What follows belongs to an exercise in optimizing a design on an open flow for small area; a production flow would make more cautious choices. At most, simulation tests tie the RTL to the original design; equivalence was not proved. Power figures rest on the tool's default switching activity, not on a simulated workload.

==> flow/design.v (excerpt) <==
module SonarOnChip(
    input wire wb_clk_i,
    input wire wb_rst_i,
    input wire wbs_stb_i,
    input wire wbs_cyc_i,
    input wire wbs_we_i,
    input wire [3:0] wbs_sel_i,
    input wire [31:0] wbs_dat_i,
    input wire [31:0] wbs_adr_i,
    output wire wbs_ack_o,
    output wire [31:0] wbs_dat_o,
    input wire  [37:0] io_in,
    output wire [37:0] io_out,
    output wire [37:0] io_oeb
  );
  wire clk = wb_clk_i;
  wire rst = wb_rst_i;
  assign io_oeb = 38'h00FFFF0000;
  reg        wbs_done;
  reg [15:0] control, a0, a1, a2, b2, amp;
  reg [31:0] threshold;
  reg [31:0] rdata;
  wire       wb_valid = wbs_cyc_i & wbs_stb_i;
  wire [3:0] adr = wbs_adr_i[5:2];
  assign wbs_ack_o = wbs_done;
  assign wbs_dat_o = rdata;
  wire        wr = wb_valid & wbs_we_i;
  wire [31:0] wdat = wbs_dat_i & {32{~rst}};
  reg  [15:0] b1n;
  wire [15:0] b1 = ~b1n;
  always @(posedge clk) begin
    wbs_done <= wb_valid & ~rst;
    if (rst | (wr & (adr == 4'd0))) control   <= wdat[15:0];
    if (rst | (wr & (adr == 4'd1))) a0        <= wdat[15:0];
    if (rst | (wr & (adr == 4'd2))) a1        <= wdat[15:0];
    if (rst | (wr & (adr == 4'd3))) a2        <= wdat[15:0];
    if (rst | (wr & (adr == 4'd4))) b1n       <= ~wdat[15:0];
    if (rst | (wr & (adr == 4'd5))) b2        <= wdat[15:0];
    if (rst | (wr & (adr == 4'd6))) amp       <= wdat[15:0];
    if (rst | (wr & (adr == 4'd7))) threshold <= wdat;
  end
  reg [3:0] div_cnt;
  reg       mclk;
  always @(posedge clk) begin
    if (rst) begin
      div_cnt <= 4'd0;
      mclk <= 1'b0;
    end else if (div_cnt == 4'd8) begin
  ...
export LEC_CHECK = 0
export CAP_MARGIN = 20
export CORE_MARGIN = 2
export CORE_UTILIZATION = 45
export PLACE_DENSITY = 0.6
export SLEW_MARGIN = 20
export SYNTH_HIERARCHICAL = 1
export SYNTH_MINIMUM_KEEP_SIZE = 0
create_clock -name core_clock -period 12.0 [get_ports {wb_clk_i}]
standard.sh (not shown) runs the stock make flow with config.mk's settings and CLKGATE_MAP_FILE= SYNTH_SCRIPT=/design/flow/synth_recipe.tcl, a recipe that flattens the netlist after the stock synthesis.
==> flow/flow/run.sh <==
#!/bin/bash
# Standard layout, with clock tree synthesis told not to add dummy loads.
set -euo pipefail
export CTS_ARGS="-sink_clustering_enable -repair_clock_nets -dont_use_dummy_load"
bash standard.sh > standard_make.log 2>&1
Then changed:
- GPL_TIMING_DRIVEN: not set -> 0
=> Non-clock buffer count came out higher by 401. Worst setup slack got worse by 0.95 ns. Utilization climbs by 0.76 points. Fmax decreases by 8.9%. Area after synthesis does not change. Sequential share of layout area drops by 0.33 points. Worst hold slack is about the same. Via count came out higher by 0.50%.
Then changed:
==> flow/flow/run.sh (replaced) <==
#!/bin/bash
# Standard layout; clock tree synthesis adds no dummy loads and builds the
# tree from small clock buffers.
set -euo pipefail
export CTS_ARGS="-sink_clustering_enable -repair_clock_nets -dont_use_dummy_load -buf_list sky130_fd_sc_hd__clkbuf_4"
bash standard.sh > standard_make.log 2>&1
- GPL_TIMING_DRIVEN: 0 -> not set
Outcome:
- The changed run passed the timing, DRC and antenna checks
- design area is lower by about 2.4%
- wire length is lower by about 6%
- fmax is higher by 14%
- worst hold slack gets worse by 0.032 ns
- clock skew is lower by 0.011 ns
- global-route usage is lower by 2.3 points
- utilization is lower by 1.1 points
- area after synthesis stays the same
- final cell count is lower by about 4%
- power is lower by 12%
Then changed:
==> flow/run.sh (new file) <==
#!/bin/bash
# synth_recipe.tcl (not shown) runs the flow's synth.tcl, then flattens the netlist and writes it again
# the make line also repeats each setting of config.mk as NAME=value (left out here)
make -C /OpenROAD-flow-scripts/flow DESIGN_CONFIG=/design/flow/config.mk WORK_HOME=/design/flow/orfs CLKGATE_MAP_FILE= SYNTH_SCRIPT=/design/flow/synth_recipe.tcl finish
removed: flow/flow/run.sh
removed: flow/standard.sh
What happened: Worst setup slack loses 0.34 ns; clock skew is lower by 0.065 ns; area after synthesis does not change; critical path depth is lower by 3; hold slack gains 0.031 ns; sequential power barely changes; maximum frequency is lower by 3.5%.
No functional check of the RTL was part of any run of this note.

== job 2790 ==
Another version of the RTL of SonarOnChip (not shown whole).
Size in the first run: about 5700 cells after synthesis, ~220 I/O pins.
==> flow/config.mk <==
export PLATFORM = sky130hd
export DESIGN_NAME = SonarOnChip
export DESIGN_NICKNAME = SonarOnChip
export VERILOG_FILES = /design/flow/design.v
export SDC_FILE = /design/flow/constraint.sdc
export NUM_CORES = 4
export LEC_CHECK = 0
export CAP_MARGIN = 20
export CORE_MARGIN = 2
export CORE_UTILIZATION = 45
export PLACE_DENSITY = 0.6
export SLEW_MARGIN = 20
export SYNTH_HIERARCHICAL = 1
export SYNTH_MINIMUM_KEEP_SIZE = 0
==> flow/constraint.sdc <==
create_clock -name core_clock -period 12.0 [get_ports {wb_clk_i}]
set_input_delay 2.4000 -clock core_clock [delete_from_list [all_inputs] [get_ports {wb_clk_i}]]
set_output_delay 2.4000 -clock core_clock [all_outputs]
set_load 0.01 [all_outputs]
==> flow/flow/run.sh <==
#!/bin/bash
# Standard layout; clock tree synthesis adds no dummy loads and builds the
# tree from clkbuf_8 cells driving clusters of up to 16 flip-flops.
set -euo pipefail
export CTS_ARGS="-sink_clustering_enable -repair_clock_nets -dont_use_dummy_load -buf_list sky130_fd_sc_hd__clkbuf_8 -sink_clustering_size 16 -sink_clustering_max_diameter 60"
bash standard.sh > standard_make.log 2>&1
Job 2790 was carried through to the last stage, and its layout satisfied the timing, DRC and antenna checks.
Relative to job 2790, the following input files were edited for job 3366:
==> flow/flow/run.sh <==
#!/bin/bash
# Standard layout; clock tree synthesis adds no dummy loads and builds the
# tree from small clock buffers.
set -euo pipefail
export CTS_ARGS="-sink_clustering_enable -repair_clock_nets -dont_use_dummy_load -buf_list sky130_fd_sc_hd__clkbuf_4"
bash standard.sh > standard_make.log 2>&1
Results
Measured against job 2790, the power of the clock network of job 3366 comes out at 1.3 times the reference value. In the metrics for job 2790 and job 3366, the one carrying the higher global-route track usage on met2 is job 3366. Of the two candidates, job 2790 has the worse worst relative slew slack and job 3366 the better one. Per the comparison of job 3366 with job 2790, net switching power of the design went up by about 0.8%, met3 wire length shrank by about 1.2%. For the worst hold margin, job 3366 came in 0.022 ns lower than job 2790 did. The higher post-route non-filler standard cell count came out of job 3366. Changes observed in job 3366 relative to job 2790: proportion of total power due to net switching shows a reduction of 0.45 points; wire length of the first global-routing pass went up 0.55%; total wire length after detailed routing increased by about 0.5% relative to the old numbers. Diff job 3366..job 2790 | total negative slack | unchanged.
Relative to job 3366, the following input files were edited for job 8373:
==> flow/flow/run.sh <==
#!/bin/bash
# Standard layout; clock tree synthesis adds no dummy loads and builds the
# tree from small clock buffers driving clusters of up to 8 flip-flops.
set -euo pipefail
export CTS_ARGS="-sink_clustering_enable -repair_clock_nets -dont_use_dummy_load -buf_list sky130_fd_sc_hd__clkbuf_4 -sink_clustering_size 8 -sink_clustering_max_diameter 50"
bash standard.sh > standard_make.log 2>&1
- Final design instance area without fill, job 3366 and job 8373: lower on job 8373
- Summary of job 8373 over job 3366: total detailed-routing wirelength has decreased, final net count has decreased, total power draw shows a reduction of 2.0%, routed metal-1 wirelength roughly the same.
- Job 8373 and job 3366 ended up with roughly the same global-route usage.
The inputs of job 9131 differ from those of job 8373 as listed below.
==> flow/flow/run.sh <==
#!/bin/bash
# Standard layout, with clock tree synthesis told not to add dummy loads.
set -euo pipefail
export CTS_ARGS="-sink_clustering_enable -repair_clock_nets -dont_use_dummy_load"
bash standard.sh > standard_make.log 2>&1
Findings:
- The flow did not stop early for job 9131: all stages ran, and the layout cleared the timing, DRC and antenna checks.
- Achievable frequency: job 9131 vs job 8373, no meaningful difference
- Clock skew: job 9131 better than job 8373
- On job 9131: worst setup slack after layout is 0.0083 ns higher than what job 8373 gave.

==> separate check: timing with driven ports <==
How much do the figures lean on ideal ports? The routed layouts below were timed once more, with nothing changed but the port constraints. Step 1 sets driving cells, clkbuf_16 on the clock port and buf_2 on the other inputs (assumed; they add their load-dependent delay and slew). Step 2 adds t to the input delays and takes it off the output delays; t is the mean of the earliest and latest rising clock arrival at the registers after step 1. Input paths then give back, and output paths get back, about the clock's delay inside the block. a / b / c = ideal ports / drivers / drivers and shift; a / b = the first two.
| run | t, ns | setup slack, ns | latest minus earliest clock arrival (ns) | worst register clock-pin slew, ns | worst data-port slew with drivers (ns) |
|---|---|---|---|---|---|
| the first run of note 1 | 0.715 | 2.272 / 2.232 / 1.518 | 0.070 / 0.071 | 0.07 / 0.07 | 0.13 |
| the second run of note 1 | 0.704 | 1.324 / 1.324 / 0.972 | 0.145 / 0.145 | 0.09 / 0.09 | 0.13 |
| the third run of note 1 | 1.042 | 2.626 / 2.625 / 1.611 | 0.139 / 0.139 | 0.07 / 0.07 | 0.14 |
| the fourth run of note 1 | 0.730 | 2.282 / 2.247 / 1.517 | 0.065 / 0.065 | 0.09 / 0.09 | 0.14 |
| job 2790 | 0.800 | 1.391 / 1.391 / 0.864 | 0.165 / 0.165 | 0.11 / 0.11 | 0.09 |
| job 3366 | 1.052 | 1.384 / 1.384 / 0.857 | 0.163 / 0.164 | 0.07 / 0.07 | 0.09 |
| job 8373 | 1.031 | 1.410 / 1.410 / 0.872 | 0.175 / 0.175 | 0.11 / 0.11 | 0.09 |
| job 9131 | 0.736 | 1.418 / 1.418 / 0.819 | 0.131 / 0.131 | 0.06 / 0.06 | 0.09 |
After both steps every run listed still meets setup and hold. For the third run of note 1, which loses most, drivers alone change the setup slack by -0.001 ns; drivers and shift together by -1.015 ns.
